From an optimization exercise on the open Yosys and OpenROAD flow, aimed at small area; shortcuts taken in it are not production practice.
Function was checked by simulation only, so behaviour that the tests miss may differ from the original.
Power and IR drop assume default switching activity.

==> design.v <==
module rc_add #(parameter W = 8) (a, b, ci, s, co);
	input [W-1:0] a, b;
	input ci;
	output [W-1:0] s;
	output co;
	wire [W:0] c;
	assign c[0] = ci;
	genvar i;
	generate for (i = 0; i < W; i = i + 1) begin : bit_
	  assign s[i] = a[i] ^ b[i] ^ c[i];
	  assign c[i+1] = (a[i] & b[i]) | (c[i] & (a[i] ^ b[i]));
	end endgenerate
	assign co = c[W];
endmodule
module rc_inc #(parameter W = 4) (a, ci, s);
	input [W-1:0] a;
	input ci;
	output [W-1:0] s;
	wire [W:0] c;
	assign c[0] = ci;
	genvar i;
	generate for (i = 0; i < W; i = i + 1) begin : bit_
	  assign s[i] = a[i] ^ c[i];
	  assign c[i+1] = a[i] & c[i];
	end endgenerate
endmodule
module rc_dec #(parameter W = 4) (a, s);
	input [W-1:0] a;
	output [W-1:0] s;
	wire [W:0] b;
	assign b[0] = 1'b1;
	genvar i;
	generate for (i = 0; i < W; i = i + 1) begin : bit_
	  assign s[i] = a[i] ^ b[i];
	  assign b[i+1] = ~a[i] & b[i];
	end endgenerate
endmodule
module rc_lt #(parameter W = 8) (a, b, lt);
	input [W-1:0] a, b;
	output lt;
	wire [W:0] l;
	assign l[0] = 1'b0;
	genvar i;
	generate for (i = 0; i < W; i = i + 1) begin : bit_
	  assign l[i+1] = (~a[i] & b[i]) | (~(a[i] ^ b[i]) & l[i]);
	end endgenerate
	assign lt = l[W];
endmodule
module Seven_segment_symbol(Input_to_segment, output_from_segment, Encrypt_on);
   input [3:0] Input_to_segment;
   input Encrypt_on;
   output [6:0] output_from_segment;
   localparam [223:0] SEG_TABLE = 224'b11111111111111111111111111111111111111111100000101000000011101000101011000101110010001101110110110000100101010100001110000011001000011000110000001100010000010000000000011110000000010001001000110010110000010010010011111000000;
   assign output_from_segment = SEG_TABLE[{Encrypt_on, Input_to_segment}*7 +: 7];
endmodule
module seg_p9_e16(Input_to_segment, output_from_segment, Encrypt_on);
   input [3:0] Input_to_segment;
   input Encrypt_on;
   output [6:0] output_from_segment;
   localparam [223:0] SEG_TABLE = 224'b11111111111111111111111111111111111111111100000101000000011101000101011000101110010001101110110110000100101010101111000000001000100000011001011000001001000010000000000011110000000010001001000110010110000010010010011111000000;
   assign output_from_segment = SEG_TABLE[{Encrypt_on, Input_to_segment}*7 +: 7];
endmodule
module seg_p16_e9(Input_to_segment, output_from_segment, Encrypt_on);
   input [3:0] Input_to_segment;
   input Encrypt_on;
   output [6:0] output_from_segment;
   localparam [223:0] SEG_TABLE = 224'b00110101010100100011010001000010110101010000000101000000011101000101011000101110010001101110110110000100101010100001110000011001000011000110000001100010000010000000000011110000000010001001000110010110000010010010011111000000;
   assign output_from_segment = SEG_TABLE[{Encrypt_on, Input_to_segment}*7 +: 7];
endmodule
module seg_p9_b(Input_to_segment, output_from_segment, Encrypt_on);
   input [3:0] Input_to_segment;
   input Encrypt_on;
   output [6:0] output_from_segment;
   localparam [223:0] SEG_TABLE = 224'b11111111111111111111111111111111111111111111111111111111111111111111111111111111111111111111111111111111111111111111000000001000100000011001011000001001000010000000000011110000000010001001000110010110000010010010011111000000;
   assign output_from_segment = SEG_TABLE[{Encrypt_on, Input_to_segment}*7 +: 7];
endmodule
module seg_p16_b(Input_to_segment, output_from_segment, Encrypt_on);
   input [3:0] Input_to_segment;
   input Encrypt_on;
   output [6:0] output_from_segment;
   localparam [223:0] SEG_TABLE = 224'b11111111111111111111111111111111111111111111111111111111111111111111111111111111111111111111111111111111111111110001110000011001000011000110000001100010000010000000000011110000000010001001000110010110000010010010011111000000;
   assign output_from_segment = SEG_TABLE[{Encrypt_on, Input_to_segment}*7 +: 7];
endmodule
module IlluminatiTop(clk, rst, UserIDIn, PwdIn, Game_Load, PlayerTensIn, PlayerUnitsIn, Player_Load_in, RNG_Load_in, Level_Select,
 HEX0, HEX1, HEX2, HEX3, HEX4, HEX5, HEX6, HEX7, RUsrLED, GUsrLED, RPwdLED, GPwdLED, SuccLev2LEDR,
 SuccLev2LEDG, SuccLev3LEDR, SuccLev3LEDG, Level3_Count);
	input clk, rst;
	input[3:0] UserIDIn, PwdIn, PlayerTensIn, PlayerUnitsIn;
	input[1:0] Level_Select;
	input Game_Load, Player_Load_in, RNG_Load_in;
	output[6:0] HEX0, HEX1, HEX2, HEX3, HEX4, HEX5, HEX6, HEX7;
	output RUsrLED, GUsrLED, RPwdLED, GPwdLED, SuccLev2LEDR, SuccLev2LEDG, SuccLev3LEDR,
	SuccLev3LEDG, Level3_Count;
	reg gb_p, gb_w, pb_p, pb_w;
	wire Game_Control = gb_p;
	wire Player_Load = pb_p;
	always @(posedge clk) begin
	  if (rst == 0) begin
	    gb_p <= 0; gb_w <= 0; pb_p <= 0; pb_w <= 0;
	  end else begin
	    gb_p <= ~gb_p & ~gb_w & ~Game_Load;
	    gb_w <= gb_p | (gb_w & ~Game_Load);
	    pb_p <= ~pb_p & ~pb_w & ~Player_Load_in;
	    pb_w <= pb_p | (pb_w & ~Player_Load_in);
	  end
	end
	reg GUsr, GPwd;
	reg [2:0] ac_ph;       
	reg [2:0] uk;          
	reg [3:0] user_disp, pwd_disp;
	wire LogOut;
	reg [2:0] uk_first;
	always @(*) begin
	  case (UserIDIn)
	    4'd8: uk_first = 3'd0;
	    4'd9: uk_first = 3'd1;
	    4'd7: uk_first = 3'd2;
	    4'd5: uk_first = 3'd3;
	    4'd6: uk_first = 3'd4;
	    4'd0: uk_first = 3'd5;
	    default: uk_first = 3'd7;
	  endcase
	end
	reg [3:0] id_digit;
	always @(*) begin
	  case ({uk, ac_ph[1:0]})
	    {3'd0, 2'd1}: id_digit = 4'd0;
	    {3'd0, 2'd2}: id_digit = 4'd4;
	    {3'd0, 2'd3}: id_digit = 4'd6;
	    {3'd1, 2'd1}: id_digit = 4'd1;
	    {3'd1, 2'd2}: id_digit = 4'd1;
	    {3'd1, 2'd3}: id_digit = 4'd1;
	    {3'd2, 2'd1}: id_digit = 4'd2;
	    {3'd2, 2'd2}: id_digit = 4'd3;
	    {3'd2, 2'd3}: id_digit = 4'd1;
	    {3'd3, 2'd1}: id_digit = 4'd4;
	    {3'd3, 2'd2}: id_digit = 4'd2;
	    {3'd3, 2'd3}: id_digit = 4'd1;
	    {3'd4, 2'd1}: id_digit = 4'd9;
	    {3'd4, 2'd2}: id_digit = 4'd4;
	    {3'd4, 2'd3}: id_digit = 4'd3;
	    default: id_digit = 4'd0;
	  endcase
	end
	reg [3:0] pwd_end;
	reg [2:0] uk_inc;
	always @(*) begin
	  case (uk)
	    3'd0: begin pwd_end = 4'd1; uk_inc = 3'd1; end
	    3'd1: begin pwd_end = 4'd2; uk_inc = 3'd2; end
	    3'd2: begin pwd_end = 4'd3; uk_inc = 3'd3; end
	    3'd3: begin pwd_end = 4'd4; uk_inc = 3'd4; end
	    3'd4: begin pwd_end = 4'd5; uk_inc = 3'd5; end
	    3'd5: begin pwd_end = 4'd0; uk_inc = 3'd6; end
	    3'd6: begin pwd_end = 4'd7; uk_inc = 3'd7; end
	    default: begin pwd_end = 4'd8; uk_inc = 3'd0; end
	  endcase
	end
	wire [3:0] pwd_digit = (ac_ph[1:0] == 2'd0 || ac_ph[1:0] == 2'd3) ? pwd_end : 4'd0;
	wire [2:0] ac_target = GUsr ? 3'd1 : uk_inc;
	wire [9:0] wd_cnt;
	wire ac_wait = ~GPwd & (ac_ph == 3'd4);
	wire ac_done = (wd_cnt[3:0] == 4'd0) && (wd_cnt[6:4] == ac_target) && (uk != 3'd7);
	always @(posedge clk) begin
	  if (rst == 0) begin
	    GUsr <= 0; GPwd <= 0; ac_ph <= 0;
	    user_disp <= 4'b1010; pwd_disp <= 4'b0000;
	  end else if (GPwd) begin
	    if (LogOut) begin
	      GUsr <= 0; GPwd <= 0; ac_ph <= 0;
	      user_disp <= 4'b1010; pwd_disp <= 4'b0000;
	    end
	  end else if (ac_ph[2] == 0) begin
	    if (Game_Control) begin
	      ac_ph <= {ac_ph[1] & ac_ph[0], ac_ph[1] ^ ac_ph[0], ~ac_ph[0]};
	      if (!GUsr) begin
	        user_disp <= UserIDIn;
	        if (ac_ph[1:0] == 2'd0) uk <= uk_first;
	        else if (UserIDIn != id_digit) uk <= 3'd7;
	      end else begin
	        if (ac_ph[1:0] == 2'd3) pwd_disp <= PwdIn;
	        if (PwdIn != pwd_digit) uk <= 3'd7;
	      end
	    end
	  end else if (ac_ph[0] == 0) begin
	    if (ac_done) begin
	      if (!GUsr) begin GUsr <= 1; ac_ph <= 3'd5; end
	      else GPwd <= 1;
	    end
	  end else begin
	    ac_ph <= 0;
	  end
	end
	assign GUsrLED = GUsr;
	assign RUsrLED = ~GUsr;
	assign GPwdLED = GPwd;
	assign RPwdLED = ~GPwd;
	parameter WAIT_FOR_ACCESS_GRANT = 0, CHOOSE_LEVEL = 1, LEVEL1 = 2, LEVEL2_TIMER_CONFIG = 3, LEVEL2_LOAD_TIMER = 4, LEVEL2_GAME_START = 5, LEVEL2_GAME_GOING_ON = 10, LEVEL2_OVER = 7, LEVEL3_TIMER_CONFIG = 8, LEVEL3_LOAD_TIMER = 9, LEVEL3_GAME_START = 6, LEVEL3_GAME_GOING_ON = 11, LEVEL3_COUNT = 13, LEVEL3_WAIT = 12, GAME_OVER = 14, CHECK_LEVEL_TRANSITION = 15, PAUSE = 16, RESUME = 17, LOGOUT = 18, WAIT_FOR_PASSWORD_ENTER = 19, HIGH_SCORE = 20, GAME_INTERRUPT = 21;
	reg [4:0] state;
	reg RNG_Load_Final, RNG2_Load_Final, Player_Load_Final, Timer_Load, Timer_Enable, WatchDog_Enable;
	reg Clear_Score_Level2, Clear_Score_Level3, L3Count;
	reg [3:0] Digit_FirstRound;
	reg [2:0] Game_Level;
	reg [2:0] Winner_Index;
	reg [4:0] unl2, unl3, done3;            
	wire WatchDog_TimeOut, Timer_TimeOut;
	wire [3:0] ScoreTens_Level2, ScoreUnits_Level2, ScoreTens_Level3, ScoreUnits_Level3;
	assign LogOut = (state == WAIT_FOR_PASSWORD_ENTER);
	assign Level3_Count = L3Count;
	wire ID_Valid = ~uk[2] | (~uk[1] & ~uk[0]);
	wire cur_unl2 = ID_Valid & unl2[uk];
	wire cur_unl3 = ID_Valid & unl3[uk];
	wire cur_done3 = ID_Valid & done3[uk];
	wire st_l3 = (state == GAME_OVER);
	wire [3:0] st_tens = st_l3 ? ScoreTens_Level3 : ScoreTens_Level2;
	wire [3:0] st_units = st_l3 ? ScoreUnits_Level3 : ScoreUnits_Level2;
	wire [4:0] st_lo;
	wire st_lo_c;
	wire [7:0] st_val;
	wire st_c;
	rc_add #(4) st_add1({st_tens[2:0], 1'b0}, st_units, 1'b0, st_lo[3:0], st_lo_c);
	assign st_lo[4] = st_tens[3] ^ st_lo_c;
	rc_add #(5) st_add2({1'b0, st_tens}, {2'b00, st_tens[3] & st_lo_c, st_lo[4:3]}, 1'b0, st_val[7:3], st_c);
	assign st_val[2:0] = st_lo[2:0];
	wire [7:0] st_d = st_val & {8{rst}};
	wire wr2 = (state == LEVEL2_OVER) & ID_Valid;
	wire wr3 = (state == GAME_OVER) & ID_Valid;
	wire [7:0] sc2 [0:4];
	wire [7:0] sc3 [0:4];
	genvar gi;
	generate for (gi = 0; gi < 5; gi = gi + 1) begin : score_table
	  reg [7:0] s2, s3;
	  always @(posedge clk) begin
	    if (~rst | (wr2 & (uk == gi))) s2 <= st_d;
	    if (~rst | (wr3 & (uk == gi))) s3 <= st_d;
	  end
	  assign sc2[gi] = s2;
	  assign sc3[gi] = s3;
	end endgenerate
	reg [2:0] hs_p;                        
	reg [7:0] hs_best;
	reg [2:0] hs_bi;
	reg hs_tie;
	reg [7:0] hs_s2, hs_s3;
	always @(*) begin
	  case (hs_p)
	    3'd0: begin hs_s2 = sc2[0]; hs_s3 = sc3[0]; end
	    3'd1: begin hs_s2 = sc2[1]; hs_s3 = sc3[1]; end
	    3'd2: begin hs_s2 = sc2[2]; hs_s3 = sc3[2]; end
	    3'd3: begin hs_s2 = sc2[3]; hs_s3 = sc3[3]; end
	    default: begin hs_s2 = sc2[4]; hs_s3 = sc3[4]; end
	  endcase
	end
	wire [7:0] hs_tot;
	wire hs_tot_c;
	rc_add #(8) hs_add(hs_s2, hs_s3, 1'b0, hs_tot, hs_tot_c);
	wire hs_gt;
	rc_lt #(8) hs_cmp(hs_best, hs_tot, hs_gt);
	wire hs_eq = (hs_tot == hs_best);
	wire hs_act = ~(hs_p[2] & hs_p[0]);
	wire hs_new = hs_act & (hs_p == 3'd0 || hs_gt);
	wire [7:0] hs_best_n = hs_new ? hs_tot : hs_best;
	wire [2:0] hs_bi_n = hs_new ? hs_p : hs_bi;
	wire hs_tie_n = hs_new ? 1'b0 : (hs_tie | (hs_act & hs_eq));
	wire [2:0] winner = hs_tie_n ? 3'd0 : hs_bi_n;
	always @(posedge clk) begin
	  if (rst == 0 || state == LEVEL2_OVER || state == GAME_OVER)
	    hs_p <= 0;
	  else if (hs_act)
	    hs_p <= {hs_p[1] & hs_p[0], hs_p[1] ^ hs_p[0], ~hs_p[0]} | {hs_p[2], 2'b00};
	  hs_best <= hs_best_n;
	  hs_bi <= hs_bi_n;
	  hs_tie <= hs_tie_n;
	end
	integer i;
	wire dfr_step = (state == LEVEL1) & ~Game_Control & Player_Load;
	wire dfr_wrap = dfr_step & Digit_FirstRound[3] & Digit_FirstRound[0];
	wire [3:0] dfr_inc;
	rc_inc #(4) dfr_add(Digit_FirstRound, dfr_step, dfr_inc);
	always @(posedge clk)
	  Digit_FirstRound <= (rst == 0 || dfr_wrap) ? 4'd0 : dfr_inc;
	always @(posedge clk) begin
	  if (rst == 0) begin
	    RNG_Load_Final <= 1;
	    RNG2_Load_Final <= 1;
	    Player_Load_Final <= 0;
	    Timer_Load <= 0;
	    Timer_Enable <= 0;
	    WatchDog_Enable <= 0;
	    Game_Level <= 0;
	    Clear_Score_Level2 <= 0;
	    Clear_Score_Level3 <= 0;
	    state <= WAIT_FOR_ACCESS_GRANT;
	    Winner_Index <= 0;
	    L3Count <= 0;
	    unl2 <= 0; unl3 <= 0; done3 <= 0;
	  end else begin
	    case (state)
	      WAIT_FOR_ACCESS_GRANT: begin
	        if (GPwd) state <= CHOOSE_LEVEL;
	      end
	      CHOOSE_LEVEL: begin
	        Game_Level <= 0;
	        Clear_Score_Level3 <= 1;
	        if (Game_Control) begin
	          if (Level_Select == 0) state <= HIGH_SCORE;
	          else if (Level_Select == 1) state <= LEVEL1;
	          else if (Level_Select == 2) state <= cur_unl2 ? LEVEL2_TIMER_CONFIG : LEVEL1;
	          else state <= cur_unl3 ? LEVEL3_TIMER_CONFIG : cur_unl2 ? LEVEL2_TIMER_CONFIG : LEVEL1;
	        end
	      end
	      LEVEL1: begin
	        Game_Level <= 1;
	        RNG_Load_Final <= 1;
	        RNG2_Load_Final <= 1;
	        Player_Load_Final <= 0;
	        WatchDog_Enable <= 1;
	        if (Game_Control) begin
	          WatchDog_Enable <= 0;
	          state <= GAME_INTERRUPT;
	        end else if (Player_Load) begin
	          if (Digit_FirstRound[3] & Digit_FirstRound[0]) begin
	            if (ID_Valid) unl2[uk] <= 1;
	          end
	        end
	      end
	      LEVEL2_TIMER_CONFIG: begin
	        Game_Level <= 2;
	        Timer_Enable <= 0;
	        state <= LEVEL2_LOAD_TIMER;
	      end
	      LEVEL2_LOAD_TIMER: begin
	        Clear_Score_Level2 <= 1;
	        Game_Level <= 2;
	        Timer_Enable <= 0;
	        Timer_Load <= 1;
	        state <= LEVEL2_GAME_START;
	      end
	      LEVEL2_GAME_START: begin
	        Clear_Score_Level2 <= 0;
	        Game_Level <= 2;
	        Timer_Load <= 0;
	        Timer_Enable <= 0;
	        if (Game_Control) state <= LEVEL2_GAME_GOING_ON;
	      end
	      LEVEL2_GAME_GOING_ON: begin
	        Game_Level <= 2;
	        Timer_Enable <= 1;
	        WatchDog_Enable <= 1;
	        if (Game_Control) begin
	          WatchDog_Enable <= 0;
	          state <= GAME_INTERRUPT;
	        end else if (Timer_TimeOut) begin
	          Timer_Enable <= 0;
	          RNG_Load_Final <= 1;
	          RNG2_Load_Final <= 1;
	          Player_Load_Final <= 0;
	          state <= LEVEL2_OVER;
	        end else begin
	          RNG_Load_Final <= RNG_Load_in;
	          RNG2_Load_Final <= 1;
	          Player_Load_Final <= Player_Load;
	        end
	      end
	      LEVEL2_OVER: begin
	        Game_Level <= 2;
	        Timer_Load <= 0;
	        Timer_Enable <= 0;
	        RNG_Load_Final <= 1;
	        RNG2_Load_Final <= 1;
	        Player_Load_Final <= 0;
	        if (ID_Valid) begin
	          unl3[uk] <= 1;
	        end
	        if (Game_Control) state <= LEVEL3_TIMER_CONFIG;
	      end
	      LEVEL3_TIMER_CONFIG: begin
	        Game_Level <= 3;
	        Clear_Score_Level2 <= 1;
	        Timer_Enable <= 0;
	        state <= LEVEL3_LOAD_TIMER;
	      end
	      LEVEL3_LOAD_TIMER: begin
	        Clear_Score_Level3 <= 1;
	        Game_Level <= 3;
	        Timer_Enable <= 0;
	        Timer_Load <= 1;
	        state <= LEVEL3_GAME_START;
	      end
	      LEVEL3_GAME_START: begin
	        Clear_Score_Level3 <= 0;
	        Game_Level <= 3;
	        Timer_Load <= 0;
	        Timer_Enable <= 0;
	        if (Game_Control) state <= LEVEL3_GAME_GOING_ON;
	      end
	      LEVEL3_GAME_GOING_ON: begin
	        Game_Level <= 3;
	        Timer_Enable <= 1;
	        if (Game_Control) begin
	          WatchDog_Enable <= 0;
	          state <= GAME_INTERRUPT;
	        end else if (Timer_TimeOut) begin
	          Timer_Enable <= 0;
	          RNG_Load_Final <= 1;
	          RNG2_Load_Final <= 1;
	          Player_Load_Final <= 0;
	          state <= GAME_OVER;
	        end else begin
	          if (RNG_Load_in == 0) begin
	            RNG_Load_Final <= L3Count;
	            RNG2_Load_Final <= ~L3Count;
	            state <= LEVEL3_COUNT;
	          end else begin
	            RNG_Load_Final <= 1;
	            RNG2_Load_Final <= 1;
	          end
	          Player_Load_Final <= Player_Load;
	        end
	      end
	      LEVEL3_COUNT: begin
	        Game_Level <= 3;
	        L3Count <= ~L3Count;
	        state <= LEVEL3_WAIT;
	      end
	      LEVEL3_WAIT: begin
	        Game_Level <= 3;
	        if (RNG_Load_in) state <= LEVEL3_GAME_GOING_ON;
	      end
	      GAME_OVER: begin
	        Game_Level <= 3;
	        Timer_Load <= 0;
	        Timer_Enable <= 0;
	        RNG_Load_Final <= 1;
	        Player_Load_Final <= 0;
	        if (ID_Valid) begin
	          done3[uk] <= 1;
	        end
	        if (Game_Control) state <= CHOOSE_LEVEL;
	      end
	      LOGOUT: begin
	        Timer_Enable <= 0;
	        RNG_Load_Final <= 1;
	        Player_Load_Final <= 0;
	        Timer_Load <= 1;
	        Clear_Score_Level2 <= 1;
	        Clear_Score_Level3 <= 1;
	        state <= WAIT_FOR_PASSWORD_ENTER;
	      end
	      WAIT_FOR_PASSWORD_ENTER: begin
	        Timer_Load <= 0;
	        Timer_Enable <= 0;
	        RNG_Load_Final <= 1;
	        Player_Load_Final <= 0;
	        Clear_Score_Level2 <= 0;
	        Clear_Score_Level3 <= 0;
	        state <= WAIT_FOR_ACCESS_GRANT;
	      end
	      CHECK_LEVEL_TRANSITION: begin
	        Timer_Enable <= 0;
	        RNG_Load_Final <= 1;
	        Player_Load_Final <= 0;
	        WatchDog_Enable <= 0;
	        if (!Game_Level[1]) state <= cur_unl2 ? LEVEL2_TIMER_CONFIG : LEVEL1;
	        else if (!Game_Level[0]) state <= cur_unl3 ? LEVEL3_TIMER_CONFIG : LEVEL2_GAME_GOING_ON;
	        else state <= cur_done3 ? LEVEL1 : LEVEL3_GAME_GOING_ON;
	      end
	      PAUSE: begin
	        Timer_Enable <= 0;
	        WatchDog_Enable <= 1;
	        RNG2_Load_Final <= 1;
	        RNG_Load_Final <= 1;
	        Player_Load_Final <= 0;
	        if (WatchDog_TimeOut) begin
	          WatchDog_Enable <= 0;
	          state <= RESUME;
	        end else if (Game_Control) begin
	          WatchDog_Enable <= 0;
	          state <= LOGOUT;
	        end
	      end
	      RESUME: begin
	        Timer_Enable <= 0;
	        RNG_Load_Final <= 1;
	        RNG2_Load_Final <= 1;
	        Player_Load_Final <= 0;
	        WatchDog_Enable <= 0;
	        if (Game_Control) begin
	          if (!Game_Level[1]) state <= LEVEL1;
	          else if (!Game_Level[0]) state <= LEVEL2_GAME_GOING_ON;
	          else state <= LEVEL3_GAME_GOING_ON;
	        end
	      end
	      HIGH_SCORE: begin
	        Game_Level <= 4;
	        if (Game_Level == 4) Winner_Index <= winner;
	        if (Game_Control) state <= CHOOSE_LEVEL;
	      end
	      GAME_INTERRUPT: begin
	        Timer_Enable <= 0;
	        RNG_Load_Final <= 1;
	        RNG2_Load_Final <= 1;
	        Player_Load_Final <= 0;
	        WatchDog_Enable <= 1;
	        if (WatchDog_TimeOut) begin
	          WatchDog_Enable <= 0;
	          state <= CHECK_LEVEL_TRANSITION;
	        end else if (Game_Control) begin
	          WatchDog_Enable <= 0;
	          state <= PAUSE;
	        end
	      end
	      default: ;
	    endcase
	  end
	end
	reg [1:0] wd_ph;
	reg wd_ms, wd_out;
	reg [9:0] wd_cnt_r;
	wire [9:0] wd_inc;
	assign wd_cnt = wd_cnt_r;
	assign WatchDog_TimeOut = wd_out;
	always @(posedge clk) begin
	  if (rst == 0) begin
	    wd_ph <= 0; wd_ms <= 0;
	  end else if (WatchDog_Enable) begin
	    wd_ph <= {wd_ph[1] ^ wd_ph[0], ~wd_ph[0]};
	    wd_ms <= (wd_ph == 2'd3);
	  end
	end
	wire wd_term = &{wd_cnt_r[9:5], wd_cnt_r[2:0]};
	wire wd_step = WatchDog_Enable ? wd_ms : ac_wait;
	wire wd_clr = WatchDog_Enable ? (wd_ms & wd_term) : ~ac_wait;
	rc_inc #(10) wd_add(wd_cnt_r, wd_step, wd_inc);
	always @(posedge clk) begin
	  wd_cnt_r <= wd_clr ? 10'd0 : wd_inc;
	  wd_out <= WatchDog_Enable & wd_ms & wd_term;
	end
	reg [1:0] tm_ph;
	reg tm_ms, tm_sec;
	reg [9:0] tm_cnt;
	wire [9:0] tm_inc;
	rc_inc #(10) tm_add(tm_cnt, tm_ms, tm_inc);
	wire tm_term = &{tm_cnt[9:5], tm_cnt[2:0]};
	always @(posedge clk) begin
	  if (rst == 0) begin
	    tm_ph <= 0; tm_ms <= 0; tm_cnt <= 0; tm_sec <= 0;
	  end else begin
	    if (Timer_Enable) begin
	      tm_ph <= {tm_ph[1] ^ tm_ph[0], ~tm_ph[0]};
	      tm_ms <= (tm_ph == 2'd3);
	    end
	    tm_cnt <= (tm_ms & tm_term) ? 10'd0 : tm_inc;
	    tm_sec <= tm_ms & tm_term;
	  end
	end
	reg [3:0] du, dt;
	wire [3:0] du_dec, dt_dec;
	rc_dec #(4) du_sub(du, du_dec);
	rc_dec #(4) dt_sub(dt, dt_dec);
	reg du_br, du_to, dt_to;
	assign Timer_TimeOut = du_to;
	always @(posedge clk) begin
	  if (rst == 0) begin
	    du <= 0; du_br <= 0; du_to <= 0; dt <= 0; dt_to <= 0;
	  end else if (Timer_Load) begin
	    du <= 0; du_br <= 0; du_to <= 0;
	    dt <= (state == LEVEL2_GAME_START) ? 4'd9 : 4'd6;
	    dt_to <= 0;
	  end else begin
	    if (tm_sec) begin
	      if (du == 0) begin
	        if (!dt_to) begin du <= 9; du_to <= 0; du_br <= 1; end
	        else begin du_br <= 0; du_to <= 1; end
	      end else begin
	        du <= du_dec;
	        du_to <= (du == 1) & dt_to;
	        du_br <= 0;
	      end
	    end else begin
	      du_br <= 0;
	      if (dt_to && du == 0) du_to <= 1;
	    end
	    if (du_br) begin
	      if (dt[3:1] == 0) begin dt <= 0; dt_to <= 1; end
	      else begin dt <= dt_dec; dt_to <= 0; end
	    end else if (dt == 0)
	      dt_to <= 1;
	  end
	end
	reg [3:0] rc1, rc2;
	reg rl1, rl2;
	wire [3:0] rc1_inc, rc2_inc;
	rc_inc #(4) rc1_add(rc1, 1'b1, rc1_inc);
	rc_inc #(4) rc2_add(rc2, 1'b1, rc2_inc);
	wire [3:0] RNG1 = rl1 ? rc1 : 4'd0;
	wire [3:0] RNG2 = rl2 ? rc2 : 4'd0;
	always @(posedge clk) begin
	  rl1 <= RNG_Load_Final;
	  rl2 <= RNG2_Load_Final;
	  if (rst == 0) begin
	    rc1 <= 0; rc2 <= 0;
	  end else begin
	    if (!RNG_Load_Final) rc1 <= (rc1[3] & rc1[0]) ? 4'd0 : rc1_inc;
	    if (!RNG2_Load_Final) rc2 <= (rc2[3] & rc2[0]) ? 4'd0 : rc2_inc;
	  end
	end
	reg [3:0] PlayerTensDisp, PlayerUnitsDisp;
	always @(posedge clk) begin
	  if (rst == 0) begin
	    PlayerTensDisp <= 0; PlayerUnitsDisp <= 0;
	  end else if (Player_Load_Final) begin
	    PlayerTensDisp <= PlayerTensIn; PlayerUnitsDisp <= PlayerUnitsIn;
	  end
	end
	reg s2_cal, s2_wait;
	reg [3:0] sc2_t, sc2_u;
	reg l2r, l2g;
	wire [3:0] sc2_t_inc, sc2_u_inc;
	rc_inc #(4) sc2t_add(sc2_t, 1'b1, sc2_t_inc);
	rc_inc #(4) sc2u_add(sc2_u, 1'b1, sc2_u_inc);
	assign ScoreTens_Level2 = sc2_t;
	assign ScoreUnits_Level2 = sc2_u;
	assign SuccLev2LEDR = l2r;
	assign SuccLev2LEDG = l2g;
	wire m2 = (PlayerUnitsIn == RNG1);
	always @(posedge clk) begin
	  if (rst == 0 || Clear_Score_Level2) begin
	    if (rst == 0) begin s2_cal <= 0; s2_wait <= 0; end
	    sc2_t <= 0; sc2_u <= 0; l2r <= 0; l2g <= 0;
	  end else begin
	    s2_cal <= ~s2_cal & ~s2_wait & Player_Load;
	    s2_wait <= (s2_cal & m2) | (s2_wait & RNG_Load_Final);
	    if (s2_cal) begin
	      l2r <= ~m2;
	      l2g <= m2;
	      if (m2) begin
	        if (sc2_u[3] & sc2_u[0]) begin sc2_u <= 0; sc2_t <= sc2_t_inc; end
	        else sc2_u <= sc2_u_inc;
	      end
	    end
	  end
	end
	reg [1:0] s3;
	reg [3:0] sc3_t, sc3_u;
	reg vflag;
	wire [3:0] sc3_t_inc, sc3_u_inc;
	rc_inc #(4) sc3t_add(sc3_t, 1'b1, sc3_t_inc);
	rc_inc #(4) sc3u_add(sc3_u, 1'b1, sc3_u_inc);
	assign ScoreTens_Level3 = sc3_t;
	assign ScoreUnits_Level3 = sc3_u;
	assign SuccLev3LEDR = ~vflag;
	assign SuccLev3LEDG = vflag;
	wire [4:0] rsum;
	rc_add #(4) rsum_add(RNG1, RNG2, 1'b0, rsum[3:0], rsum[4]);
	wire rge10 = rsum[4] | (rsum[3] & (rsum[2] | rsum[1]));
	wire [3:0] rones;
	wire rones_c;
	rc_add #(4) rones_add(rsum[3:0], {1'b0, rge10, rge10, 1'b0}, 1'b0, rones, rones_c);
	wire m3 = (PlayerUnitsIn == rones) && (PlayerTensIn == {3'b000, rge10});
	always @(posedge clk) begin
	  if (rst == 0 || Clear_Score_Level3) begin
	    if (rst == 0) s3 <= 0;
	    sc3_t <= 0; sc3_u <= 0; vflag <= 0;
	  end else begin
	    case (s3)
	      2'd0: if (Player_Load_Final) s3 <= 2'd1;
	      2'd1: begin
	        vflag <= m3;
	        if (m3) begin
	          if (sc3_u[3] & sc3_u[0]) begin sc3_u <= 0; sc3_t <= sc3_t_inc; end
	          else sc3_u <= sc3_u_inc;
	          s3 <= 2'd2;
	        end else
	          s3 <= 2'd0;
	      end
	      2'd2: begin vflag <= 0; if (!RNG_Load_Final) s3 <= 2'd3; end
	      2'd3: begin vflag <= 0; if (!RNG2_Load_Final) s3 <= 2'd0; end
	    endcase
	  end
	end
	wire A = GPwd;
	wire L4 = Game_Level[2];
	wire L3 = Game_Level[1] & Game_Level[0];
	wire L2 = Game_Level[1] & ~Game_Level[0];
	wire L1 = ~Game_Level[1] & Game_Level[0];
	wire L0 = ~Game_Level[2] & ~Game_Level[1] & ~Game_Level[0];
	wire [3:0] n0 = L2 ? sc2_u : sc3_u;
	wire [3:0] n1 = L2 ? sc2_t : sc3_t;
	wire [3:0] n2 = L3 ? PlayerUnitsDisp : sc2_u;
	wire [3:0] n3 = L1 ? Digit_FirstRound : L2 ? RNG1 : L3 ? PlayerTensDisp : sc2_t;
	wire [3:0] n4 = ~A ? user_disp : L1 ? Digit_FirstRound : L2 ? PlayerUnitsDisp : L3 ? RNG2 : {1'b0, Winner_Index};
	wire [3:0] n5 = (A & L3) ? RNG1 : pwd_disp;
	wire sh01 = A & ~L1 & ~L0;
	wire sh2 = A & (L3 | L4);
	wire sh3 = A & ~L0;
	wire [6:0] h4, h5;
	seg_p9_b SSD1(dt, HEX7, 1'b0);
	seg_p9_b SSD2(du, HEX6, 1'b0);
	seg_p16_e9 SSD3(n5, h5, A & L3);
	seg_p16_e9 SSD4(n4, h4, A & L3);
	Seven_segment_symbol SSD5(sh3 ? n3 : 4'hf, HEX3, ~L4 | ~sh3);
	seg_p9_e16 SSD6(sh2 ? n2 : 4'hf, HEX2, L3 | ~sh2);
	seg_p16_b SSD7(n1, HEX1, ~sh01);
	seg_p9_b SSD8(n0, HEX0, ~sh01);
	assign HEX4 = (A & L0) ? 7'h7f : h4;
	assign HEX5 = (A & L4) ? 7'h7f : h5;
endmodule
==> flow/run.sh <==
#!/bin/bash
# Own layout flow: the standard synthesis, then the combinational logic between
# the registers is mapped again by ABC for area (registers, their names and
# cell types are kept as the standard synthesis made them; a few ABC runs with
# different seeds, the smallest result is kept), then the standard ORFS layout
# with small port buffers and a lean clock tree.
set -euo pipefail
WORK=$(pwd)
FLOWDIR=$WORK/flow
RES=$WORK/orfs/results/$FLOW_PLATFORM/IlluminatiTop/base
LIB=$FLOW_HOME/platforms/$FLOW_PLATFORM/lib/sky130_fd_sc_hd__tt_025C_1v80.lib
YOSYS=$FLOW_HOME/../tools/install/yosys/bin/yosys
[ -x "$YOSYS" ] || YOSYS=yosys

# 1. standard synthesis
bash standard.sh synth > $WORK/flow_synth.log 2>&1

# 2. remap the combinational logic
cp $RES/1_2_yosys.v $WORK/std_synth.v
DU=$(sed -n '/^export DONT_USE_CELLS/,/^$/p' $FLOW_HOME/platforms/$FLOW_PLATFORM/config.mk | grep -oE 'sky130_fd_sc_hd__[A-Za-z0-9_]+' | sed 's/^/-dont_use /' | tr '\n' ' ')
FFS=$(grep -oE 'sky130_fd_sc_hd__(e?s?df|dl)[A-Za-z0-9_]+' $WORK/std_synth.v | sort -u | tr '\n' ' ')
BB=""
[ -n "$FFS" ] && BB="blackbox $FFS"
for v in 0 3 5 nf; do
cat > $WORK/remap_$v.ys <<EOT
read_liberty -ignore_miss_func $LIB
$BB
read_verilog $WORK/std_synth.v
hierarchy -top $FLOW_TOP
flatten
opt -purge
abc -liberty $LIB $DU -script $FLOWDIR/remap$v.abc
opt_clean -purge
hilomap -singleton -hicell sky130_fd_sc_hd__conb_1 HI -locell sky130_fd_sc_hd__conb_1 LO
insbuf -buf sky130_fd_sc_hd__buf_4 A X
splitnets
opt_clean -purge
stat -liberty $LIB
write_verilog -noattr -nohex -nodec $WORK/remap_$v.v
EOT
( $YOSYS -l $WORK/flow_remap_$v.log -s $WORK/remap_$v.ys > /dev/null 2>&1 || true ) &
done
wait
best=""; besta=""
for v in 0 3 5 nf; do
  a=$(grep -oE "Chip area for module '[^']*': [0-9.]+" $WORK/flow_remap_$v.log 2>/dev/null | grep -oE '[0-9.]+$' || true)
  [ -n "$a" ] && [ -s $WORK/remap_$v.v ] || continue
  echo "remap $v: $a" >> $WORK/flow_remap_choice.log
  if [ -z "$best" ] || awk "BEGIN{exit !($a < $besta)}"; then best=$v; besta=$a; fi
done
echo "chosen: $best ($besta)" >> $WORK/flow_remap_choice.log
if [ -n "$best" ]; then
  cp $WORK/remap_$best.v $RES/1_2_yosys.v
  rm -f $RES/1_synth.odb $RES/1_synth.sdc
fi

# 3. layout
bash standard.sh \
  "BUFFER_PORTS_ARGS=-buffer_cell sky130_fd_sc_hd__buf_1" \
  "CTS_ARGS=-sink_clustering_enable -repair_clock_nets -sink_clustering_size 16 -sink_clustering_max_diameter 60 -buf_list sky130_fd_sc_hd__clkbuf_8 -dont_use_dummy_load" \
  finish > $WORK/flow_layout.log 2>&1
==> flow/remap0.abc <==
strash; &get -n; &deepsyn -T 60 -S 0; &put; strash; dch -f; amap
==> flow/remap3.abc <==
strash; &get -n; &deepsyn -T 60 -S 3; &put; strash; dch -f; amap
==> flow/remap5.abc <==
strash; &get -n; &deepsyn -T 60 -S 5; &put; strash; dch -f; amap
==> flow/remapnf.abc <==
strash; &get -n; &deepsyn -T 60; &put; strash; &get -n; &dch -f; &nf -R 1000; &put
==> standard.sh <==
#!/bin/bash
# synth_recipe.tcl (not shown) runs the flow's synth.tcl, then flattens the netlist and writes it again
# the make line also repeats each setting of config.mk as NAME=value (left out here)
make -C /OpenROAD-flow-scripts/flow DESIGN_CONFIG=/design/flow/config.mk WORK_HOME=/design/flow/orfs CLKGATE_MAP_FILE= SYNTH_SCRIPT=/design/flow/synth_recipe.tcl "${@:-finish}"
==> config.mk <==
export PLATFORM = sky130hd
export DESIGN_NAME = IlluminatiTop
export DESIGN_NICKNAME = IlluminatiTop
export VERILOG_FILES = /design/flow/design.v
export SDC_FILE = /design/flow/constraint.sdc
export NUM_CORES = 4
export LEC_CHECK = 0
export ABC_AREA = 1
export CAP_MARGIN = 20
export CORE_MARGIN = 2
export CORE_UTILIZATION = 65
export GPL_TIMING_DRIVEN = 0
export SLEW_MARGIN = 20
==> constraint.sdc <==
create_clock -name core_clock -period 8.0 [get_ports {clk}]
set_input_delay 1.6000 -clock core_clock [delete_from_list [all_inputs] [get_ports {clk}]]
set_output_delay 1.6000 -clock core_clock [all_outputs]
set_load 0.01 [all_outputs]
==> impl_metrics.py, run 1 <==
metrics = {
    "outcome": {
        "status": "finished clean",
    },
    "layout": {
        "fin_area_um2": 12700,
        "final_common_cell": "nor2_1",
        "antenna_cells": 0,
        "nets": 1592,
        "finalNonFillerCells": 1796,
        "syn_to_final_growth_pct": 8.39,
        "mostFrequentLayoutCells": "nor2_1, clkinv_1, dfxtp_1, nand2_1, edfxtp_1",
        "drive_gt1_share_pct": 2.30,
    },
    "drt": {
        "drc": 0,
        "wire_per_inst_um": 17.2,
        "drtIter0Drc": 1250,
        "totalWireLength_um": 30900,
        "drt_pass1_iterations": 8,
        "dr_total_vias": 11200,
        "vias_per_cell": 6.26,
        "ant_nets": 0,
    },
    "pwr": {
        "seq_power_share_pct": 51.0,
        "leakagePower_nw": 4.18,
        "p_clk_share_pct": 20.5,
        "power_frac_comb_pct": 28.5,
        "power_switching_mw": 1.02,
        "vdd_drop_max_mv": 0.195,
        "p_int_mw": 1.83,
        "swShare_pct": 35.7,
        "power.density_nw_per_um2": 224,
    },
    "cts": {
        "cts_tree": "yes",
        "h-tree-depth": 1,
        "clock-root-buffer": "clkbuf_8",
        "cts.sinks": 234,
        "cts_setup_buffers": 0,
        "worstSkewPairLatency_ns": 0.52,
        "clk_path_buf_depth": 3,
        "cts_buffers": 20,
        "path_clk_slew_ns": 0.10,
    },
    "yosys": {
        "postSynthAreaPerCell_um2": 8.06,
        "syn_area_um2": 11700,
        "synth_nets": 1478,
        "syn_inst": 1455,
        "yosys_warnings": 1,
    },
    "placed_design": {
        "gp_congestion": 1.00,
        "numPlacedInstances": 1776,
        "dp_hpwl_um": 22900,
        "dp_slack_ns": 1.14,
        "placed_cell_area_um2": 12400,
        "io_buffers": 87,
    },
    "setup_path": {
        "crit_required_ns": 6.40,
        "crit_type": "register to primary output",
        "crit_path_end_kind": "primary output",
        "cp.arrival_ns": 5.76,
        "start_kind": "register",
        "crit_fanout": 13,
    },
    "floorplan": {
        "fp.dieH_um": 138,
        "die-area_um2": 19100,
        "die_w_um": 138,
        "coreArea_um2": 17800,
        "ios": 88,
        "num_rows": 49,
        "start_util_pct": 65.7,
    },
    "sta": {
        "max_freq_mhz": 136,
        "slew_headroom_pct": 25.6,
        "finalSetupTns_ns": 0,
        "slew_viol_final": 0,
        "worstMarginPinSlew_ns": 1.09,
        "setup_violations": 0,
        "fin_skew_ns": 0.0275,
        "grt_setup_unrepaired": "no",
        "period_needed_ns": 7.36,
        "hold_viol": 0,
        "setup_ws_ns": 0.642,
        "min_period_over_period_pct": 92.0,
    },
    "global_route": {
        "antenna_found_initial": 0,
        "grt_overflow": 0,
        "grt_pass1_wl_um": 50200,
        "grt_pass1_vias": 10300,
        "grt_max_degree": 36,
        "grt_usage_pct": 31.7,
    },
    "hold_path": {
        "hp-class": "register to register",
    },
    "run": {
        "drv_cap": 0,
    },
}
-- worst max-delay path: stages (launching register included) --
cell	delay, ns
dfxtp_1	0.50
clkinv_1	0.13
nor2_1	0.67
clkinv_1	0.64
nor2_2	0.62
clkinv_1	0.58
o22ai_1	0.63
clkinv_1	0.22
nor2_1	0.29
a31oi_1	0.17
a211oi_1	0.38
nor2_1	0.08
o21ai_0	0.15
buf_1	0.17
-- state kept, by name, summed over array words and instances, names as in the netlist, 5 cells and up --
name,cells
score_table.s2,40
score_table.s3,40
tm_cnt,10
wd_cnt_r,10
hs_best,8
done3,5
state,5
unl2,5
unl3,5
-- repair_timing --
item,CTS,global route
hold buffers,0,0
gates resized for setup,0,1
setup endpoints to repair,0,4
-- layout make-up --
type	instances	area [um2]
Clock buffer	20	275
Fill cell	1447	5130
Inverter	210	790
Multi-Input combinational cell	1011	5340
Sequential cell	234	5640
Tap cell	229	287
Timing Repair Buffer	92	380
-- final timing paths --
path / cells past startpoint / slack, ns / endpoint / startpoint
setup reg to reg: 33 / 1.59 / Winner_Index[1] / hs_p[0]
hold reg to reg: 1 / 0.42 / gb_p / gb_w
setup / recovery: 13 / 0.64 / HEX5[0] / Game_Level[1]
hold / removal: 1 / 0.42 / gb_p / gb_w
-- metal layers --
| metal | wire (um) | global-route usage (%) |
|---|---|---|
| met5 | 0 | 0 |
| met3 | 2360 | 4.50 |
| met4 | 1050 | 11.1 |
| met2 | 14400 | 52.9 |
| met1 | 13100 | 42.6 |
-- metrics by stage --
step | power [mW] | hold WS [ns] | utilization [%]
2_1_floorplan | 2.03 | 0.377 | -
3_3_place_gp | 2.24 | 0.403 | 69.2
3_5_place_dp | 2.27 | 0.409 | 69.6
4_1_cts | 2.84 | 0.418 | 71.1
5_1_grt | 3.00 | 0.436 | 71.2
6_report | 2.85 | 0.418 | 71.2
-- power by group through the flow --
stage          sequential [mW]  combinational [mW]  clock (mW)
6_report                  1.45               0.814       0.585
3_3_place_gp              1.47               0.772           0
5_1_grt                   1.46               0.904       0.631
3_5_place_dp              1.48               0.794           0
2_1_floorplan             1.44               0.591           0
4_1_cts                   1.45               0.798       0.590
==> inputs of run 2 (changes only) <==
==> flow/remap0.abc (replaced) <==
strash; &get -n; &deepsyn -T 90 -S 0; &put; strash; dch -f; amap
==> flow/remap3.abc (replaced) <==
strash; &get -n; &deepsyn -T 90 -S 3; &put; strash; dch -f; amap
==> flow/remap5.abc (replaced) <==
strash; &get -n; &deepsyn -T 90 -S 5; &put; strash; dch -f; amap
==> flow/remapnf.abc (replaced) <==
strash; &get -n; &deepsyn -T 90; &put; strash; &get -n; &dch -f; &nf -R 1000; &put
--- a/config.mk
+++ b/config.mk
@@ -7,7 +7,7 @@
 export LEC_CHECK = 0
 export ABC_AREA = 1
-export CAP_MARGIN = 20
+export CAP_MARGIN = 0
 export CORE_MARGIN = 2
 export CORE_UTILIZATION = 65
 export GPL_TIMING_DRIVEN = 0
-export SLEW_MARGIN = 20
+export SLEW_MARGIN = 0
==> run 2 against run 1 <==
  * Still clean on timing, DRC and antenna
  * Power is 0.25% higher
  * Utilization is 0.29 points lower
  * Sequential power hardly changed
  * Cell area is 0.40% lower
  * Non-clock buffer count is 2 lower
  * Critical endpoint unchanged
  * Via count is 0.23% higher
==> impl_metrics.py, run 2 <==
metrics = {
    "outcome": {
        "status": "finished clean",
    },
    "cts": {
        "cts_resized": 0,
        "cts_setup_buffers": 0,
        "cts_buffers": 20,
        "path_clk_slew_ns": 0.10,
        "clock-root-buffer": "clkbuf_8",
        "clk_path_buf_depth": 3,
        "h-tree-depth": 1,
        "worstSkewPairLatency_ns": 0.53,
        "cts_tree": "yes",
        "cts.sinks": 234,
        "holdBufCountCts": 0,
    },
    "layout": {
        "finalNonFillerCells": 1794,
        "antenna_cells": 0,
        "mostFrequentLayoutCells": "nor2_1, clkinv_1, dfxtp_1, nand2_1, o21ai_0",
        "fin_area_um2": 12700,
        "drive_gt1_share_pct": 1.85,
        "nets": 1590,
        "fill_cells": 1492,
        "reg_top3": "score_table.s2: 40 flops, score_table.s3: 40 flops",
        "final_common_cell": "nor2_1",
        "syn_to_final_growth_pct": 7.95,
    },
    "sta": {
        "worstMarginPinSlew_ns": 1.32,
        "fin_skew_ns": 0.0306,
        "max_freq_mhz": 136,
        "min_period_over_period_pct": 92.0,
        "slew_headroom_pct": 11.3,
        "slew_viol_final": 0,
        "grt_setup_unrepaired": "no",
        "setup_violations": 0,
        "finalSetupTns_ns": 0,
        "hold_viol": 0,
        "period_needed_ns": 7.36,
        "hold_slack_ns": 0.417,
    },
    "pwr": {
        "p_total_mw": 2.86,
        "leakagePower_nw": 4.16,
        "vdd_drop_max_mv": 0.202,
        "power.density_nw_per_um2": 226,
    },
    "setup_path": {
        "cp.arrival_ns": 5.76,
        "crit_required_ns": 6.40,
        "crit_type": "register to primary output",
        "crit_end": "HEX5[0]",
        "worstReg2RegEnd": "Winner_Index[1]",
        "crit_path_start": "Game_Level[1]",
        "slowest_delay_ns": 0.66,
        "r2r_setup_slack_ns": 1.55,
        "cpMaxStageDelayCell": "clkinv_1",
        "rr_worst_depth": 32,
        "cpMostUsedCell": "clkinv_1",
        "worstPathCellList": "clkinv_1 > nor2_1 > clkinv_1 > nor2_2 > clkinv_1 > o22ai_1 > clkinv_1 > nor2_1 > a31oi_1 > a211oi_1 > nor2_1 > o21ai_0 > buf_1",
        "start_kind": "register",
        "reg2reg_from": "hs_p[0]",
        "crit_fanout": 13,
        "crit_path_end_kind": "primary output",
    },
    "drt": {
        "drtIter0Drc": 1137,
        "wire_per_inst_um": 17.2,
        "vias_per_cell": 6.28,
        "dr_total_vias": 11300,
        "drt_pass1_iterations": 6,
        "drc": 0,
        "ant_nets": 0,
        "totalWireLength_um": 30900,
    },
    "placed_design": {
        "numPlacedInstances": 1771,
        "gp_congestion": 1.00,
        "placed_cell_area_um2": 12400,
        "io_buffers": 87,
        "dp_hpwl_um": 22700,
    },
    "floorplan": {
        "ios": 88,
        "start_util_pct": 65.7,
        "num_rows": 49,
        "die-area_um2": 19100,
        "coreArea_um2": 17800,
        "die_w_um": 138,
        "fp.dieH_um": 138,
    },
    "global_route": {
        "grt_max_degree": 57,
        "grt_overflow": 0,
        "antenna_found_initial": 0,
        "grt_pass1_wl_um": 50200,
        "grt_pass1_vias": 10400,
        "grt_usage_pct": 31.6,
    },
    "hold_path": {
        "min_path_cells": 1,
        "min_from": "gb_w",
        "hp-class": "register to register",
    },
    "yosys": {
        "postSynthAreaPerCell_um2": 8.06,
        "syn_inst": 1455,
        "syn_area_um2": 11700,
        "synth_nets": 1478,
        "yosys_warnings": 1,
    },
    "run": {
        "drv_cap": 0,
    },
}
run 2: worst min path at each step:
stage          endpoint  slack, ns
4_1_cts            gb_p       0.42
3_3_place_gp       gb_p       0.40
6_report           gb_p       0.42
3_5_place_dp       gb_p       0.41
5_1_grt            gb_p       0.44
2_1_floorplan       rl2       0.38
run 2: where the power goes:
group	total (mW)	switching [mW]	internal [mW]	leakage, nW
clock network	0.589	0.364	0.225	0.144
logic	0.814	0.564	0.250	1.91
registers	1.45	0.0980	1.36	2.11
total	2.86	1.03	1.83	4.16
run 2: stage by stage:
step / util, % / setup WS [ns]
global placement: 69.2 / 1.16
floorplan: - / 2.83
finish: 71.0 / 0.639
detailed placement: 69.2 / 1.12
global route: 71.0 / 0.156
CTS: 70.8 / 0.562
run 2: routing by layer:
layer  part of all wire [%]  global-route usage, %
met1                     42                   43.7
met2                     47                   52.5
met3                    7.9                   3.64
met4                    3.1                   9.99
met5                      0                      0
run 2: cell type report:
type                       instances  area, um2  share of cell area, %
clock buffer                      20        275                   2.17
inverter                         210        790                   6.24
multi-input combinational       1011       5320                   42.0
sequential                       234       5640                   44.5
tap                              229        287                   2.26
timing repair buffer              90        350                   2.77
run 2: worst max-delay path: cells and delay by family (launching register included):
| family | cells | cell delay [ns] |
|---|---|---|
| compound gates | 4 | 1.33 |
| flops | 1 | 0.51 |
| buf+inv | 5 | 1.76 |
| simple gates | 4 | 1.62 |
==> inputs of run 3 (changes only) <==
--- a/config.mk
+++ b/config.mk
@@ -7,7 +7,7 @@
 export LEC_CHECK = 0
 export ABC_AREA = 1
-export CAP_MARGIN = 0
+export CAP_MARGIN = 20
 export CORE_MARGIN = 2
-export CORE_UTILIZATION = 65
+export CORE_UTILIZATION = 75
 export GPL_TIMING_DRIVEN = 0
-export SLEW_MARGIN = 0
+export SLEW_MARGIN = 20
==> run 3 against run 2 <==
  * Power up 1.3%
  * Critical path depth did not move
  * Fmax up 2.7%
  * Sequential cell count stayed put
  * Clock power is 2% lower
  * Sequential power about the same
  * Cell area is 0.17% higher
  * Synthesized cell count is the same
  * Clock skew grew 0.034 ns
  * Global-route usage up 9.1 points
==> impl_metrics.py, run 3 <==
metrics = {
    "yosys": {
        "syn_area_um2": 11700,
        "postSynthAreaPerCell_um2": 8.06,
        "synth_nets": 1478,
        "yosys_warnings": 1,
        "syn_inst": 1455,
    },
    "pwr": {
        "leakagePower_nw": 4.18,
        "vdd_drop_max_mv": 0.136,
        "p_total_mw": 2.89,
        "power.density_nw_per_um2": 228,
    },
    "drt": {
        "totalWireLength_um": 34100,
        "wire_per_inst_um": 19.1,
        "drt_pass1_iterations": 10,
        "drtIter0Drc": 2084,
        "ant_nets": 0,
        "vias_per_cell": 6.80,
        "dr_total_vias": 12100,
        "drc": 0,
    },
    "hold_path": {
        "hp-class": "register to register",
    },
    "floorplan": {
        "die-area_um2": 16700,
        "start_util_pct": 76.9,
        "num_rows": 45,
        "ios": 88,
        "fp.dieH_um": 129,
        "coreArea_um2": 15300,
        "die_w_um": 129,
    },
    "setup_path": {
        "slowest_delay_ns": 0.63,
        "cp.arrival_ns": 5.57,
        "start_kind": "register",
        "cp_num_buf_inv": 5,
        "crit_required_ns": 6.40,
        "crit_type": "register to primary output",
        "cpMostUsedCell": "clkinv_1",
        "worstPathCellList": "clkinv_1 > nor2_1 > clkinv_1 > nor2_2 > clkinv_1 > o22ai_1 > clkinv_1 > nor2_1 > a31oi_1 > a211oi_1 > nor2_1 > o21ai_0 > buf_1",
        "crit_fanout": 13,
        "cpMaxStageDelayCell": "nor2_1",
        "crit_path_end_kind": "primary output",
        "cp_top_family": "buffers and inverters",
    },
    "layout": {
        "drive_gt1_share_pct": 2.42,
        "fill_cells": 970,
        "final_common_cell": "nor2_1",
        "reg_top3": "score_table.s2: 40 flops, score_table.s3: 40 flops",
        "mostFrequentLayoutCells": "nor2_1, clkinv_1, dfxtp_1, nand2_1",
        "syn_to_final_growth_pct": 8.13,
        "antenna_cells": 0,
        "nets": 1594,
        "finalNonFillerCells": 1780,
    },
    "sta": {
        "min_period_over_period_pct": 89.6,
        "grt_setup_unrepaired": "no",
        "finalSetupTns_ns": 0,
        "hold_viol": 0,
        "fin_skew_ns": 0.0646,
        "setup_violations": 0,
        "hold_slack_ns": 0.401,
        "max_freq_mhz": 139,
        "worstMarginPinSlew_ns": 1.17,
        "slew_headroom_pct": 21.7,
        "period_needed_ns": 7.17,
        "slew_viol_final": 0,
    },
    "global_route": {
        "grt_overflow": 0,
        "grt_pass1_vias": 11200,
        "grt_pass1_wl_um": 54300,
        "grt_usage_pct": 40.7,
        "antenna_found_initial": 0,
        "grt_max_degree": 56,
    },
    "cts": {
        "worstSkewPairLatency_ns": 0.56,
        "cts_tree": "yes",
        "h-tree-depth": 1,
        "clock-root-buffer": "clkbuf_8",
        "cts_buffers": 18,
        "cts.sinks": 234,
        "clk_path_buf_depth": 3,
        "path_clk_slew_ns": 0.11,
        "cts_setup_buffers": 0,
    },
    "placed_design": {
        "dp_hpwl_um": 24000,
        "gp_congestion": 0.962,
        "io_buffers": 87,
        "numPlacedInstances": 1759,
    },
    "outcome": {
        "status": "finished clean",
    },
    "run": {
        "drv_cap": 0,
    },
}
[run 3: what timing repair did]
item / CTS / global route
resized for setup: 0 / 1
hold buffers: 0 / 0
setup endpoints to repair: 0 / 1
[run 3: metrics by stage]
step / utilization [%] / cell area (um2) / setup slack [ns]
floorplan: - / 11700 / 2.83
CTS: 82.8 / 12600 / 0.726
detailed placement: 81.2 / 12400 / 1.32
finish: 83.1 / 12700 / 0.830
global placement: 80.7 / 12300 / 1.38
global route: 83.1 / 12700 / 0.413
[run 3: area by class of cell]
| cell class | count | area, um2 | area share (%) |
|---|---|---|---|
| inverter | 210 | 790 | 6.23 |
| timing repair buffer | 96 | 398 | 3.14 |
| tap | 211 | 264 | 2.08 |
| sequential | 234 | 5640 | 44.4 |
| multi-input combinational | 1011 | 5350 | 42.2 |
| clock buffer | 18 | 248 | 1.95 |
[run 3: per-layer routing]
layer  wire length [um]  GRT usage (%)
met4               1930           19.7
met5                  0              0
met3               4140           10.7
met1              12300           50.1
met2              15700           67.0
[run 3: worst reg2reg max path, delay by kind of cell (launching register included)]
kind | cells | cell delay, ns
buf+inv | 5 | 0.90
flops | 1 | 1.05
simple gates | 18 | 3.15
compound gates | 7 | 1.95
[run 3: worst paths after layout]
| kind | from | end | slack (ns) | cells after the start |
|---|---|---|---|---|
| max | Game_Level[0] | HEX5[0] | 0.83 | 13 |
| min | gb_w | gb_p | 0.40 | 1 |
| max reg2reg | hs_p[2] | Winner_Index[1] | 0.85 | 30 |
| min reg2reg | gb_w | gb_p | 0.40 | 1 |
[run 3: power by group]
| group | switching, mW | internal, mW |
|---|---|---|
| Sequential | 0.101 | 1.36 |
| Combinational | 0.605 | 0.254 |
| Clock | 0.374 | 0.204 |
| Total | 1.08 | 1.81 |
==> inputs of run 4 (changes only) <==
--- a/design.v
+++ b/design.v
@@ -274,10 +274,6 @@
 	end
 	integer i;
-	wire dfr_step = (state == LEVEL1) & ~Game_Control & Player_Load;
-	wire dfr_wrap = dfr_step & Digit_FirstRound[3] & Digit_FirstRound[0];
 	wire [3:0] dfr_inc;
-	rc_inc #(4) dfr_add(Digit_FirstRound, dfr_step, dfr_inc);
-	always @(posedge clk)
-	  Digit_FirstRound <= (rst == 0 || dfr_wrap) ? 4'd0 : dfr_inc;
+	rc_inc #(4) dfr_add(Digit_FirstRound, 1'b1, dfr_inc);
 	always @(posedge clk) begin
 	  if (rst == 0) begin
@@ -288,4 +284,5 @@
 	    Timer_Enable <= 0;
 	    WatchDog_Enable <= 0;
+	    Digit_FirstRound <= 0;
 	    Game_Level <= 0;
 	    Clear_Score_Level2 <= 0;
@@ -322,5 +319,7 @@
 	          if (Digit_FirstRound[3] & Digit_FirstRound[0]) begin
 	            if (ID_Valid) unl2[uk] <= 1;
-	          end
+	            Digit_FirstRound <= 0;
+	          end else
+	            Digit_FirstRound <= dfr_inc;
 	        end
 	      end
==> flow/remap0.abc (replaced) <==
strash; &get -n; &deepsyn -T 60 -S 0; &put; strash; dch -f; amap
==> flow/remap3.abc (replaced) <==
strash; &get -n; &deepsyn -T 60 -S 3; &put; strash; dch -f; amap
==> flow/remap5.abc (replaced) <==
strash; &get -n; &deepsyn -T 60 -S 5; &put; strash; dch -f; amap
==> flow/remapnf.abc (replaced) <==
strash; &get -n; &deepsyn -T 60; &put; strash; &get -n; &dch -f; &nf -R 1000; &put
--- a/config.mk
+++ b/config.mk
@@ -9,5 +9,4 @@
 export CAP_MARGIN = 20
 export CORE_MARGIN = 2
-export CORE_UTILIZATION = 75
-export GPL_TIMING_DRIVEN = 0
+export CORE_UTILIZATION = 40
 export SLEW_MARGIN = 20
==> run 4 against run 3 <==
  * Critical path depth fell by 2
  * Die area rose by 83%
  * Utilization is 38 points lower
  * Final cell count up 9.5%
  * Cell area grew 1.9%
  * Non-clock buffer count grew 5
  * Area after synthesis fell by 0.63%
  * Largest cell class unchanged
  * Largest power group unchanged
==> impl_metrics.py, run 4 <==
metrics = {
    "setup_path": {
        "cpMaxStageDelayCell": "o21ai_0",
        "start_kind": "register",
        "crit_path_end_kind": "primary output",
        "r2r_setup_slack_ns": 2.32,
        "cp.arrival_ns": 5.06,
        "crit_type": "register to primary output",
        "reg2reg_from": "hs_p[2]",
        "cp_top_family": "buffers and inverters",
        "worst-path-stages": 11,
        "crit_required_ns": 6.40,
        "crit_path_start": "Game_Level[1]",
        "slowest_delay_ns": 0.87,
        "crit_fanout": 20,
        "worstPathCellList": "clkinv_1 > nor2_1 > clkinv_1 > nor2_1 > clkinv_1 > o21ai_0 > clkinv_1 > nor2_1 > o21ai_0 > o32a_1 > buf_1",
        "cpMostUsedCell": "clkinv_1",
        "cp_num_buf_inv": 5,
        "rr_worst_depth": 26,
    },
    "cts": {
        "worstSkewPairLatency_ns": 0.56,
        "clock-root-buffer": "clkbuf_8",
        "clk_path_buf_depth": 3,
        "h-tree-depth": 1,
        "cts_resized": 0,
        "path_clk_slew_ns": 0.08,
        "holdBufCountCts": 0,
        "cts_setup_buffers": 0,
        "cts.sinks": 234,
        "cts_buffers": 24,
        "cts_tree": "yes",
    },
    "global_route": {
        "grt_overflow": 0,
        "antenna_found_initial": 0,
        "grt_pass1_wl_um": 52900,
        "grt_pass1_vias": 9996,
        "grt_usage_pct": 21.4,
        "grt_max_degree": 50,
    },
    "layout": {
        "seqCellArea_um2": 5640,
        "postLayoutCoreUtil_pct": 45.0,
        "fin_area_um2": 12900,
        "fill_cells": 2955,
        "syn_to_final_growth_pct": 10.9,
        "nets": 1590,
        "final_common_cell": "nor2_1",
        "reg_top3": "score_table.s2: 40 flops, score_table.s3: 40 flops",
        "mostFrequentLayoutCells": "nor2_1, clkinv_1, dfxtp_1, nand2_1, o21ai_0",
        "drive_gt1_share_pct": 2.88,
        "multi_input_area_um2": 5410,
        "antenna_cells": 0,
    },
    "floorplan": {
        "fp.dieH_um": 175,
        "coreArea_um2": 28700,
        "die_w_um": 175,
        "ios": 88,
        "start_util_pct": 40.6,
        "num_rows": 62,
        "die-area_um2": 30500,
    },
    "run": {
        "drv_cap": 0,
    },
    "sta": {
        "hold_viol": 0,
        "max_freq_mhz": 150,
        "setup_violations": 0,
        "min_period_over_period_pct": 83.3,
        "slew_headroom_pct": 25.8,
        "finalSetupTns_ns": 0,
        "period_needed_ns": 6.66,
        "grt_setup_unrepaired": "no",
        "fin_skew_ns": 0.0690,
        "setup_ws_ns": 1.34,
        "slew_viol_final": 0,
        "worstMarginPinSlew_ns": 1.11,
    },
    "hold_path": {
        "min_from": "RNG2_Load_Final",
        "hp-class": "register to register",
        "min_path_cells": 0,
    },
    "yosys": {
        "syn_inst": 1440,
        "syn_area_um2": 11700,
        "postSynthAreaPerCell_um2": 8.09,
        "synth_nets": 1463,
        "yosys_warnings": 1,
    },
    "placed_design": {
        "gp_congestion": 0.971,
        "io_buffers": 87,
        "dp_slack_ns": 2.01,
        "dp_hpwl_um": 24800,
        "placed_cell_area_um2": 12600,
    },
    "pwr": {
        "power.density_nw_per_um2": 233,
        "vdd_drop_max_mv": 0.161,
        "leakagePower_nw": 4.37,
        "p_total_mw": 3.01,
        "p_int_mw": 1.92,
        "swShare_pct": 36.3,
        "seq_power_share_pct": 48.8,
        "power_switching_mw": 1.09,
        "power_frac_comb_pct": 29.3,
        "p_clk_share_pct": 21.9,
    },
    "drt": {
        "wire_per_inst_um": 17.0,
        "dr_total_vias": 11000,
        "drtIter0Drc": 1173,
        "drt_pass1_iterations": 6,
        "drc": 0,
        "totalWireLength_um": 33200,
        "vias_per_cell": 5.65,
        "ant_nets": 0,
    },
    "outcome": {
        "status": "finished clean",
    },
}
==> run 4: per-stage QoR <==
| stage | hold WS (ns) | cells |
|---|---|---|
| global placement | 0.419 | 1924 |
| floorplan | 0.377 | 1440 |
| CTS | 0.358 | 1949 |
| detailed placement | 0.423 | 1925 |
| global route | 0.360 | 1949 |
| finish | 0.358 | 1949 |
==> run 4: power by group through the flow <==
stage               Sequential [mW]  Combinational [mW]  Clock, mW
CTS                            1.47               0.872      0.674
finish                         1.47               0.883      0.659
floorplan                      1.46               0.635          0
global route                   1.49               0.990      0.719
global placement               1.50               0.861          0
detailed placement             1.50               0.868          0
==> run 4: final timing paths <==
check / to
worst max-delay path: HEX2[3]
worst min register to register: rl2
worst max register to register: Winner_Index[1]
worst min-delay path: rl2
==> run 4: final cells by class <==
| cell class | instances | area share, % |
|---|---|---|
| tap | 384 | 3.72 |
| sequential | 234 | 43.6 |
| clock buffer | 24 | 2.56 |
| timing repair buffer | 101 | 3.32 |
| inverter | 170 | 4.94 |
| multi-input combinational | 1036 | 41.8 |
==> run 4: routing by layer <==
layer  vias to the layer above  track usage [%]  wire, um  part of all wire (%)
met4                         0             5.38       701                   2.1
li1                       5481                -         -                     -
met5                         -                0         0                     0
met1                      5098             30.9     15600                    47
met2                       387             34.2     14900                    45
met3                        46             2.33      2040                   6.1

-- re-timing with driven ports --
In the flow no input, the clock included, has a driving cell. The finished layouts below were timed again as built, in two steps. Step 1 sets driving cells, clkbuf_16 on the clock port and buf_2 on the other inputs (assumed; they add their load-dependent delay and slew). Step 2 also shifts input and output timing later by t, the mid clock arrival at the registers, as if the neighbouring blocks saw the same clock. Slacks: ideal / step 1 / step 2; pairs: ideal / step 1.
run | t (ns) | setup slack, ns | hold slack, ns | worst register clock-pin slew, ns
run 1 | 0.556 | 0.642 / 0.598 / 1.154 | 0.418 / 0.418 / 0.418 | 0.10 / 0.10
run 2 | 0.565 | 0.639 / 0.593 / 1.158 | 0.417 / 0.417 / 0.417 | 0.10 / 0.10
run 3 | 0.570 | 0.830 / 0.789 / 0.854 | 0.401 / 0.401 / 0.401 | 0.11 / 0.11
run 4 | 0.581 | 1.338 / 1.290 / 1.871 | 0.358 / 0.358 / 0.358 | 0.10 / 0.10
After both steps setup and hold are still met in every run listed.
